What follows belongs to an exercise in optimizing a design on an open flow for small area; a production flow would make more cautious choices. Only simulation tests tie the RTL to the original design; equivalence was not proved. No driver is modelled on the clock port, so clocking that relies on it looks cheaper here than on a real chip.

==> xenon: inputs <==
// QTU_FMB
module QTU_FMB #(
    parameter MEM_DEPTH = 2048,
    parameter MEM_WIDTH = 8,
    parameter WORD_WIDTH = 16
)(
    input logic                             clk,
    input logic                             nrst,
    input logic                             en,
    input logic                             iAmDestination,
    input logic                             HB_Reset,
    input logic         [WORD_WIDTH-1:0]    fSourceID,
    input logic         [WORD_WIDTH-1:0]    fSourceHops,
    input logic         [WORD_WIDTH-1:0]    fQValue,
    input logic         [WORD_WIDTH-1:0]    fEnergyLeft,
    input logic         [WORD_WIDTH-1:0]    fHopsFromCH,
    input logic         [WORD_WIDTH-1:0]    fChosenCH,
    input logic         [WORD_WIDTH-1:0]    chosenCH,
    input logic         [WORD_WIDTH-1:0]    hopsFromCH,
    input logic         [WORD_WIDTH-1:0]    myQValue,
    output logic        [WORD_WIDTH-1:0]    nodeID,
    output logic        [WORD_WIDTH-1:0]    nodeHops,
    output logic        [WORD_WIDTH-1:0]    nodeEnergy,
    output logic        [WORD_WIDTH-1:0]    nodeQValue,
    output logic        [4:0]               neighborIndex,
    output logic        [WORD_WIDTH-1:0]    chosenHop,
    output logic        [4:0]               neighborCount,
    output logic                            QTUFMB_done
);
    localparam logic [1:0] s_idle    = 2'b00;
    localparam logic [1:0] s_process = 2'b01;
    localparam logic [1:0] s_output  = 2'b10;
    localparam logic [1:0] s_HBreset = 2'b11;
    logic [1:0]            state;
    logic                  clr;
    logic [31:0]           valid;
  ...
==> module QTU_FMB, before the edit <==
module QTU_FMB #(
    parameter MEM_DEPTH = 2048,
    parameter MEM_WIDTH = 8,
    parameter WORD_WIDTH = 16
)(
    input logic                             clk,
    input logic                             nrst,
    input logic                             en,
    input logic                             iAmDestination,
    input logic                             HB_Reset,
    input logic         [WORD_WIDTH-1:0]    fSourceID,
    input logic         [WORD_WIDTH-1:0]    fSourceHops,
    input logic         [WORD_WIDTH-1:0]    fQValue,
    input logic         [WORD_WIDTH-1:0]    fEnergyLeft,
    input logic         [WORD_WIDTH-1:0]    fHopsFromCH,
    input logic         [WORD_WIDTH-1:0]    fChosenCH,
    input logic         [WORD_WIDTH-1:0]    chosenCH,
    input logic         [WORD_WIDTH-1:0]    hopsFromCH,
    input logic         [WORD_WIDTH-1:0]    myQValue,
    output logic        [WORD_WIDTH-1:0]    nodeID,
    output logic        [WORD_WIDTH-1:0]    nodeHops,
    output logic        [WORD_WIDTH-1:0]    nodeEnergy,
    output logic        [WORD_WIDTH-1:0]    nodeQValue,
    output logic        [4:0]               neighborIndex,
    output logic        [WORD_WIDTH-1:0]    chosenHop,
    output logic        [4:0]               neighborCount,
    output logic                            QTUFMB_done
);
    localparam logic [1:0] s_idle    = 2'b00;
    localparam logic [1:0] s_process = 2'b01;
    localparam logic [1:0] s_output  = 2'b10;
    localparam logic [1:0] s_HBreset = 2'b11;
    logic [1:0]            state;
    logic                  clr;
    logic [31:0]           valid;
    logic                  wr;
    logic [WORD_WIDTH-1:0] hopsNeeded;
    logic [WORD_WIDTH-1:0] maxQValue;
    logic [WORD_WIDTH-1:0] bestNeighbor;
    always_ff @(posedge clk or negedge nrst) begin
        if (!nrst) clr <= 1'b1;
        else clr <= 1'b0;
    end
    logic [31:0] hit;
    logic [31:0] we, keep;
    genvar g;
    generate
        for (g = 0; g < 32; g++) begin : cam
            assign we[g]   = wr & (neighborIndex == 5'(g));
            assign keep[g] = ~(we[g] | clr);
            QTU_cam_entry e (.clk(clk), .we(we[g]), .keep(keep[g]), .f(fSourceID), .hit(hit[g]));
        end
    endgenerate
    logic       one;
    logic [4:0] idx, nidx;
    always_comb begin
        for (int k = 0; k < 5; k++) begin
            idx[k]  = 1'b0;
            nidx[k] = 1'b0;
            for (int i = 0; i < 32; i++) begin
                if (i & (1 << k)) idx[k]  = idx[k]  | hit[i];
                else              nidx[k] = nidx[k] | hit[i];
            end
        end
        one = (idx[0] | nidx[0]) & ~|(idx & nidx);
    end
    logic same, newEntry;
    EQComparator_16bit c_same (.inA(fChosenCH), .inB(chosenCH), .out(same));
    assign newEntry = same & (~one | ~valid[neighborIndex]);
    assign wr = (state == s_output) & newEntry;
    always_ff @(posedge clk or negedge nrst) begin
        if (!nrst) state <= s_idle;
        else case (state)
            s_idle:    state <= HB_Reset ? s_HBreset : (en ? s_process : s_idle);
            s_process: state <= same ? s_output : s_idle;
            default:   state <= s_idle;
        endcase
    end
    logic hbr;
    assign hbr = (state == s_HBreset);
    always_ff @(posedge clk) begin
        for (int i = 0; i < 32; i++)
            valid[i] <= ~(hbr | clr) & (we[i] | valid[i]);
    end
    always_ff @(posedge clk or negedge nrst) begin
        if (!nrst) neighborCount <= '0;
        else if (hbr) neighborCount <= '0;
        else if (wr) neighborCount <= neighborCount + 5'd1;
    end
    always_ff @(posedge clk or negedge nrst) begin
        if (!nrst) neighborIndex <= '0;
        else if (state == s_process)
            neighborIndex <= newEntry ? neighborCount : (one ? idx : 5'd0);
    end
    logic outEn, outEnN;
    assign outEn  = (state == s_output);
    assign outEnN = ~outEn;
    QTU_ereg #(.RV(16'h0000)) r_nodeID     (.clk(clk), .nrst(nrst), .en(outEn), .enN(outEnN), .d(fSourceID),   .q(nodeID));
    QTU_ereg #(.RV(16'hFFFF)) r_nodeHops   (.clk(clk), .nrst(nrst), .en(outEn), .enN(outEnN), .d(fSourceHops), .q(nodeHops));
    QTU_ereg #(.RV(16'h0000)) r_nodeEnergy (.clk(clk), .nrst(nrst), .en(outEn), .enN(outEnN), .d(fEnergyLeft), .q(nodeEnergy));
    QTU_ereg #(.RV(16'h0000)) r_nodeQValue (.clk(clk), .nrst(nrst), .en(outEn), .enN(outEnN), .d(fQValue),     .q(nodeQValue));
    always_ff @(posedge clk or negedge nrst) begin
        if (!nrst) QTUFMB_done <= 1'b0;
        else QTUFMB_done <= outEn;
    end
    always_ff @(posedge clk)
        hopsNeeded <= HB_Reset ? 16'hFFFF : hopsFromCH - 16'd1;
    logic hopMatch, qGreater, qEqual, idLess, fmb;
    EQComparator_16bit c_hop (.inA(fHopsFromCH), .inB(hopsNeeded), .out(hopMatch));
    EQComparator_16bit c_qeq (.inA(fQValue), .inB(maxQValue), .out(qEqual));
    QTU_gt16 c_qgt (.a(fQValue), .b(maxQValue), .gt(qGreater));
    QTU_gt16 c_idlt (.a(bestNeighbor), .b(fSourceID), .gt(idLess));
    assign fmb      = outEn & iAmDestination;
    always_ff @(posedge clk) begin
        if (hbr || clr) maxQValue <= 16'h0000;
        else if (fmb && hopMatch && qGreater) maxQValue <= fQValue;
    end
    always_ff @(posedge clk or negedge nrst) begin
        if (!nrst) bestNeighbor <= 16'hFFFF;
        else if (hbr) bestNeighbor <= 16'hFFFF;
        else if (fmb) begin
            if (hopsNeeded == 16'h0000) bestNeighbor <= chosenCH;
            else if (hopMatch && (qGreater || (qEqual && idLess)))
                bestNeighbor <= fSourceID;
        end
    end
    assign chosenHop = bestNeighbor;
endmodule
==> module QTU_cam_entry, before the edit <==
module QTU_cam_entry (
    input  logic        clk,
    input  logic        we,
    input  logic        keep,
    input  logic [15:0] f,
    output logic        hit
);
    logic [15:0] id;
    always_ff @(posedge clk)
        id <= ({16{we}} & f) | ({16{keep}} & id);
    EQComparator_16bit c (.inA(f), .inB(id), .out(hit));
endmodule
clock: 10.0 ns
lec_check: 0
cap_margin: 0
core_margin: 2
core_utilization: 40
slew_margin: 0
synth_hierarchical: 1
standard.sh (not shown) runs the stock make flow with config.mk's settings and CLKGATE_MAP_FILE= SYNTH_SCRIPT=/design/flow/synth_recipe.tcl, a recipe that flattens the netlist after the stock synthesis.
==> flow/flow/run.sh <==
#!/bin/bash
export BUFFER_PORTS_ARGS="-buffer_cell sky130_fd_sc_hd__buf_1"
export CTS_ARGS="-sink_clustering_enable -repair_clock_nets -sink_clustering_size 30 -sink_clustering_max_diameter 100 -dont_use_dummy_load"
bash standard.sh > standard.log 2>&1
==> inputs of garnet, as changes to xenon <==
--- a/flow/design.v
+++ b/flow/design.v
@@ -57,7 +57,7 @@
     generate
         for (g = 0; g < 32; g++) begin : cam
-            assign we[g]   = wr & (neighborIndex == 5'(g));
+            assign we[g]   = wrd & (neighborIndex == 5'(g));
             assign keep[g] = ~(we[g] | clr);
-            QTU_cam_entry e (.clk(clk), .we(we[g]), .keep(keep[g]), .f(fSourceID), .hit(hit[g]));
+            QTU_cam_entry e (.clk(clk), .we(we[g]), .keep(keep[g]), .d(nodeID), .f(fSourceID), .hit(hit[g]));
         end
     endgenerate
@@ -79,4 +79,9 @@
     assign newEntry = same & (~one | ~valid[neighborIndex]);
     assign wr = (state == s_output) & newEntry;
+    logic wrd;
+    always_ff @(posedge clk or negedge nrst) begin
+        if (!nrst) wrd <= 1'b0;
+        else wrd <= wr;
+    end
     always_ff @(posedge clk or negedge nrst) begin
         if (!nrst) state <= s_idle;
@@ -122,17 +127,15 @@
     QTU_gt16 c_idlt (.a(bestNeighbor), .b(fSourceID), .gt(idLess));
     assign fmb      = outEn & iAmDestination;
-    always_ff @(posedge clk) begin
-        if (hbr || clr) maxQValue <= 16'h0000;
-        else if (fmb && hopMatch && qGreater) maxQValue <= fQValue;
-    end
-    always_ff @(posedge clk or negedge nrst) begin
-        if (!nrst) bestNeighbor <= 16'hFFFF;
-        else if (hbr) bestNeighbor <= 16'hFFFF;
-        else if (fmb) begin
-            if (hopsNeeded == 16'h0000) bestNeighbor <= chosenCH;
-            else if (hopMatch && (qGreater || (qEqual && idLess)))
-                bestNeighbor <= fSourceID;
-        end
-    end
+    logic ldQ, keepQ;
+    assign ldQ   = fmb & hopMatch & qGreater;
+    assign keepQ = ~(ldQ | hbr | clr);
+    QTU_sreg r_maxQ (.clk(clk), .ld(ldQ), .keep(keepQ), .d(fQValue), .q(maxQValue));
+    logic hn0, selCH, selF, keepBN;
+    assign hn0    = (hopsNeeded == 16'h0000);
+    assign selCH  = fmb & hn0;
+    assign selF   = fmb & ~hn0 & hopMatch & (qGreater | (qEqual & idLess));
+    assign keepBN = ~(selCH | selF | hbr);
+    QTU_bnreg r_bestNeighbor (.clk(clk), .nrst(nrst), .set(hbr), .selA(selCH), .selB(selF),
+                              .keep(keepBN), .a(chosenCH), .b(fSourceID), .q(bestNeighbor));
     assign chosenHop = bestNeighbor;
 endmodule
@@ -141,4 +144,5 @@
     input  logic        we,
     input  logic        keep,
+    input  logic [15:0] d,
     input  logic [15:0] f,
     output logic        hit
@@ -146,5 +150,5 @@
     logic [15:0] id;
     always_ff @(posedge clk)
-        id <= ({16{we}} & f) | ({16{keep}} & id);
+        id <= ({16{we}} & d) | ({16{keep}} & id);
     EQComparator_16bit c (.inA(f), .inB(id), .out(hit));
 endmodule
@@ -177,2 +181,27 @@
     assign gt = c[16];
 endmodule
+module QTU_sreg (
+    input  logic        clk,
+    input  logic        ld,
+    input  logic        keep,
+    input  logic [15:0] d,
+    output logic [15:0] q
+);
+    always_ff @(posedge clk)
+        q <= ({16{ld}} & d) | ({16{keep}} & q);
+endmodule
+module QTU_bnreg (
+    input  logic        clk,
+    input  logic        nrst,
+    input  logic        set,
+    input  logic        selA,
+    input  logic        selB,
+    input  logic        keep,
+    input  logic [15:0] a,
+    input  logic [15:0] b,
+    output logic [15:0] q
+);
+    always_ff @(posedge clk or negedge nrst)
+        if (!nrst) q <= 16'hFFFF;
+        else       q <= {16{set}} | ({16{selA}} & a) | ({16{selB}} & b) | ({16{keep}} & q);
+endmodule
==> flow/flow/run.sh (replaced) <==
#!/bin/bash
export BUFFER_PORTS_ARGS="-buffer_cell sky130_fd_sc_hd__buf_1"
export PRE_GLOBAL_PLACE_TCL="$(pwd)/flow/nobig.tcl"
export PRE_RESIZE_TCL="$(pwd)/flow/pre_resize.tcl"
export PRE_GLOBAL_ROUTE_TCL="$(pwd)/flow/pre_grt.tcl"
export CTS_ARGS="-sink_clustering_enable -repair_clock_nets -sink_clustering_size 30 -sink_clustering_max_diameter 100 -dont_use_dummy_load"
bash standard.sh > standard.log 2>&1
==> flow/flow/downsize.tcl (new file) <==
# Before the resizer's repair_design (3_4): swap every combinational cell to
# the smallest cell of its family (same function and pins, e.g. nor4_2 to
# nor4_1); repair_design then fixes any slew or capacitance this breaks.
set db [ord::get_db]
set n 0
foreach inst [[ord::get_db_block] getInsts] {
  set m [$inst getMaster]
  set name [$m getName]
  if {![regexp {^(sky130_fd_sc_hd__[a-z0-9]+)_([0-9]+)$} $name -> base drive]} { continue }
  if {[regexp {__(df|edf|sdf|sedf|dl|tap|fill|decap|conb|clkbuf|clkinv)} $name]} { continue }
  set best $m
  set barea [expr {[$m getWidth] * [$m getHeight]}]
  foreach d {0 1 2 3 4 6 8 12 16} {
    set c [$db findMaster ${base}_$d]
    if {$c eq "NULL" || $c eq ""} { continue }
    set a [expr {[$c getWidth] * [$c getHeight]}]
    if {$a < $barea} { set best $c; set barea $a }
  }
  if {$best ne $m} {
    $inst swapMaster $best
    incr n
  }
}
puts "downsize.tcl: swapped $n instances to a smaller cell"
==> flow/flow/nobig.tcl (new file) <==
set big {}
foreach m [get_lib_cells {sky130_fd_sc_hd__*_4 sky130_fd_sc_hd__*_6 sky130_fd_sc_hd__*_8 sky130_fd_sc_hd__*_12 sky130_fd_sc_hd__*_16}] {
  set n [get_name $m]
  if {[regexp {clkbuf|clkinv|decap|fill|lpflow|probe} $n]} { continue }
  lappend big $n
}
set_dont_use $big
puts "nobig.tcl: $big"
==> flow/flow/pre_grt.tcl (new file) <==
source [file join [file dirname [info script]] downsize.tcl]
source [file join [file dirname [info script]] nobig.tcl]
==> flow/flow/pre_resize.tcl (new file) <==
source [file join [file dirname [info script]] downsize.tcl]
source [file join [file dirname [info script]] nobig.tcl]
--- a/flow/config.mk
+++ b/flow/config.mk
@@ -6,7 +6,8 @@
 export NUM_CORES = 4
 export LEC_CHECK = 0
-export CAP_MARGIN = 0
+export CAP_MARGIN = 10
 export CORE_MARGIN = 2
-export CORE_UTILIZATION = 40
-export SLEW_MARGIN = 0
+export CORE_UTILIZATION = 60
+export PLACE_DENSITY = 0.72
+export SLEW_MARGIN = 10
 export SYNTH_HIERARCHICAL = 1
==> summary.txt <==
Non-clk buf share: 4.29%
Status: timing/DRC/antenna clean
Num sequential: 670
Chip height: 280 um
Initial DRC count: 1451
Slew margin rel.: 9.09%
# the run above: xenon

==> summary.txt <==
Initial DRC count: 2037
Status: timing/DRC/antenna clean
Syn Inst Count: 2623
Placed inst area: 29900 um2
Chip height: 228 um
Slew margin rel.: 12.8%
Clock buffer cells: 26
# the run above: garnet

port drivers added, routing unchanged:
In the flow no input, the clock included, has a driving cell. The finished layouts below were timed again as built, in two steps.
Step 1 assumes that a clkbuf_16 drives the clock port and a buf_2 every other input.
Step 2 moves the port delays by t, midway between the first and last clock arrival at a register: inputs arrive t later, outputs are due t later. That takes back most of the time a late clock gives input paths.
a / b / c = ideal / step 1 / step 2; a / b = the first two.
run | t (ns) | slack for setup (ns) | worst setup path after step 2 | slew at the worst register clock pin (ns)
xenon | 0.665 | 3.019 / 3.064 / 2.399 | input to register | 0.12 / 0.12
garnet | 0.661 | 3.657 / 3.700 / 3.039 | input to register | 0.12 / 0.12
After both steps every run listed still meets setup and hold. The setup slack of xenon, which loses most, moves by +0.045 ns with the drivers and by -0.620 ns with both steps.
